This is an optimization exercise on Yosys and OpenROAD, whose aim is small area, not a production implementation.
Power and IR drop assume default switching activity.

== run C ==
Design dino_game_top, start of the top module:
module dino_game_top(
    input clk, rst,
    input jump, crouch,
    output [7:0] dinor,
    output [15:0] outc,
    output [6:0] HEX0, HEX1, HEX2, HEX3, HEX4, HEX5
);
    reg [5:0] u;
    wire [2:0] row = u[5:3];
    wire scan  = (u[2:0] == 3'd7);      
    wire gsamp = (u == 6'd35);          
    wire gtick = (u == 6'd39);          
    always @(posedge clk or negedge rst)
        if (!rst) u <= 6'd4;
        else u <= u + 6'd1;
    assign dinor = ~(8'b00000001 << row);
    wire button = !jump || !crouch;
    reg [5:0] blink_cnt;
    reg blink;
    always @(posedge clk or negedge rst) begin
        if (!rst) begin
            blink_cnt <= 0; blink <= 0;
        end else if (scan) begin
            if (blink_cnt == 6'd40) begin
                blink_cnt <= 0; blink <= ~blink;
            end else
                blink_cnt <= blink_cnt + 6'd1;
        end
    end
    reg [5:0] h;
    reg [3:0] anim_cnt;
    reg anim;
    reg jp, cp;             
    wire notjump = &h[5:1];
    wire crouching = notjump & h[0];
    wire running = notjump & ~h[0];
    always @(posedge clk or negedge rst) begin
        if (!rst) begin
            jp <= 0; cp <= 0;
        end else if (gsamp) begin
            jp <= !jump; cp <= !crouch;
        end
    end
    always @(posedge clk or negedge rst) begin
        if (!rst) begin
            h <= 6'd62; anim_cnt <= 0; anim <= 0;
        end else if (gtick) begin
            if (anim_cnt == 4'd10) begin
                anim_cnt <= 0; anim <= ~anim;
            end else
                anim_cnt <= anim_cnt + 4'd1;
            if (running) begin
                if (jp) h <= 6'd0;
                else if (cp) h <= 6'd63;
            end else if (crouching) begin
                if (!cp) h <= 6'd62;
            end else begin
                if (h == 6'd60) h <= 6'd62;
                else h <= h + 6'd1;
            end
        end
    end
    reg [15:0] p;
    always @(posedge clk or negedge rst)
        if (!rst) p <= 16'h62B5;
        else p <= {p[14:0], p[15] ^ p[13] ^ p[12] ^ p[10]};
    reg [1:0] gsr;
    reg pat;
    reg [4:0] x;
    reg [2:0] d;
    reg f;
    reg shape;
    reg [15:0] dino_row;
    always @(*) begin
        case ({crouching, ~notjump, anim})
            3'b000: case (row)
  ...
Size in the first run: ~70 I/O pins, about 6100 sq um of cells after synthesis.
make LEC_CHECK=0 ABC_AREA=1 CAP_MARGIN=20 CORE_MARGIN=2 CORE_UTILIZATION=40 SLEW_MARGIN=20 finish   # period 10.0 ns
run.sh (not shown) runs the stock make flow with config.mk's settings and CLKGATE_MAP_FILE= SYNTH_SCRIPT=/design/flow/synth_recipe.tcl, a recipe that flattens the netlist after the stock synthesis.
diff inputs: run C => run B
- a change of CORE_UTILIZATION from 40 to 50
==> flow/flow/run.sh (new file) <==
#!/bin/bash
# Own flow: the standard ORFS layout (standard.sh), with these changes:
#  - synthesis: no half/full-adder cells (abc maps adders as plain gates), and
#    the final abc mapping uses flow/area.abc (area-oriented dch + map -a);
#    everything else, registers included, is the standard flow's synthesis script;
#  - the port buffers are buf_1 cells;
#  - CTS uses clkbuf_8 buffers, larger sink clusters and no dummy loads.
# Every tool's output goes to standard_flow.log here, and ORFS's own logs to orfs/logs.
set -euo pipefail
work=$PWD
export ADDER_MAP_FILE=
export BUFFER_PORTS_ARGS="-buffer_cell sky130_fd_sc_hd__buf_1"
export CTS_ARGS="-sink_clustering_enable -repair_clock_nets -buf_list sky130_fd_sc_hd__clkbuf_8 -sink_clustering_size 25 -sink_clustering_max_diameter 60 -dont_use_dummy_load"
export MY_ABC_SCRIPT=$work/flow/area.abc
cat > $work/own_synth.tcl <<EOT
# The standard flow's synthesis script, with abc's -script replaced by \$::env(MY_ABC_SCRIPT)
proc abc {args} {
  set i [lsearch -exact \$args -script]
  if { \$i >= 0 } {
    set args [lreplace \$args [expr {\$i + 1}] [expr {\$i + 1}] \$::env(MY_ABC_SCRIPT)]
  }
  yosys abc {*}\$args
}
source $work/synth_recipe.tcl
EOT
sed "s|SYNTH_SCRIPT=[^ ]*|SYNTH_SCRIPT=$work/own_synth.tcl|" standard.sh > own_standard.sh
grep -q "SYNTH_SCRIPT=$work/own_synth.tcl" own_standard.sh
bash own_standard.sh > standard_flow.log 2>&1
==> flow/flow/area.abc (new file) <==
strash
dc2
dch -f
map -a
strash
dc2
dch -f
map -a
topo
==> flow/standard.sh (new file) <==
#!/bin/bash
# synth_recipe.tcl (not shown) runs the flow's synth.tcl, then flattens the netlist and writes it again
# the make line also repeats each setting of config.mk as NAME=value (left out here)
make -C /OpenROAD-flow-scripts/flow DESIGN_CONFIG=/design/flow/config.mk WORK_HOME=/design/flow/orfs CLKGATE_MAP_FILE= SYNTH_SCRIPT=/design/flow/synth_recipe.tcl "${@:-finish}"
removed: flow/run.sh
Notes after the runs:
Compared with run C, run B shows total chip power that has gone down by more than half. Going from run C to run B, routed via count divided by cell count went up; maximum level of the CTS H-tree flat; minimum clock period higher; setup slack has decreased. Between run B and run C, the layout clock buffer count is higher for run C. In run B, the synthesized cell count came out 149 below the value in run C. Run C → run B: cell area after layout now smaller; ratio of final minimum period to clock period has increased; worst hold margin neither gained nor lost much.
No run of this note included a check of the RTL's function; only the layout flow was run.

separate check: timing with driven ports:
In the flow no input, the clock included, has a driving cell. The finished layouts below were timed again as built, in two steps.
Step 1: set_driving_cell puts a clkbuf_16 on clk and a buf_2 on each other input, an assumption about the parent block.
Step 2 moves the port delays by t, midway between the first and last clock arrival at a register: inputs arrive t later, outputs are due t later. That takes back most of the time a late clock gives input paths.
Three values: ideal, step 1, step 2; two values: the first two.
| run | shift t [ns] | setup slack, ns | worst slew at a driven data input, ns |
|---|---|---|---|
| run C | 0.380 | 5.212 / 5.172 / 5.552 | 0.03 |
| run B | 0.359 | 3.751 / 3.751 / 3.751 | 0.03 |
After both steps every run listed still meets setup and hold.
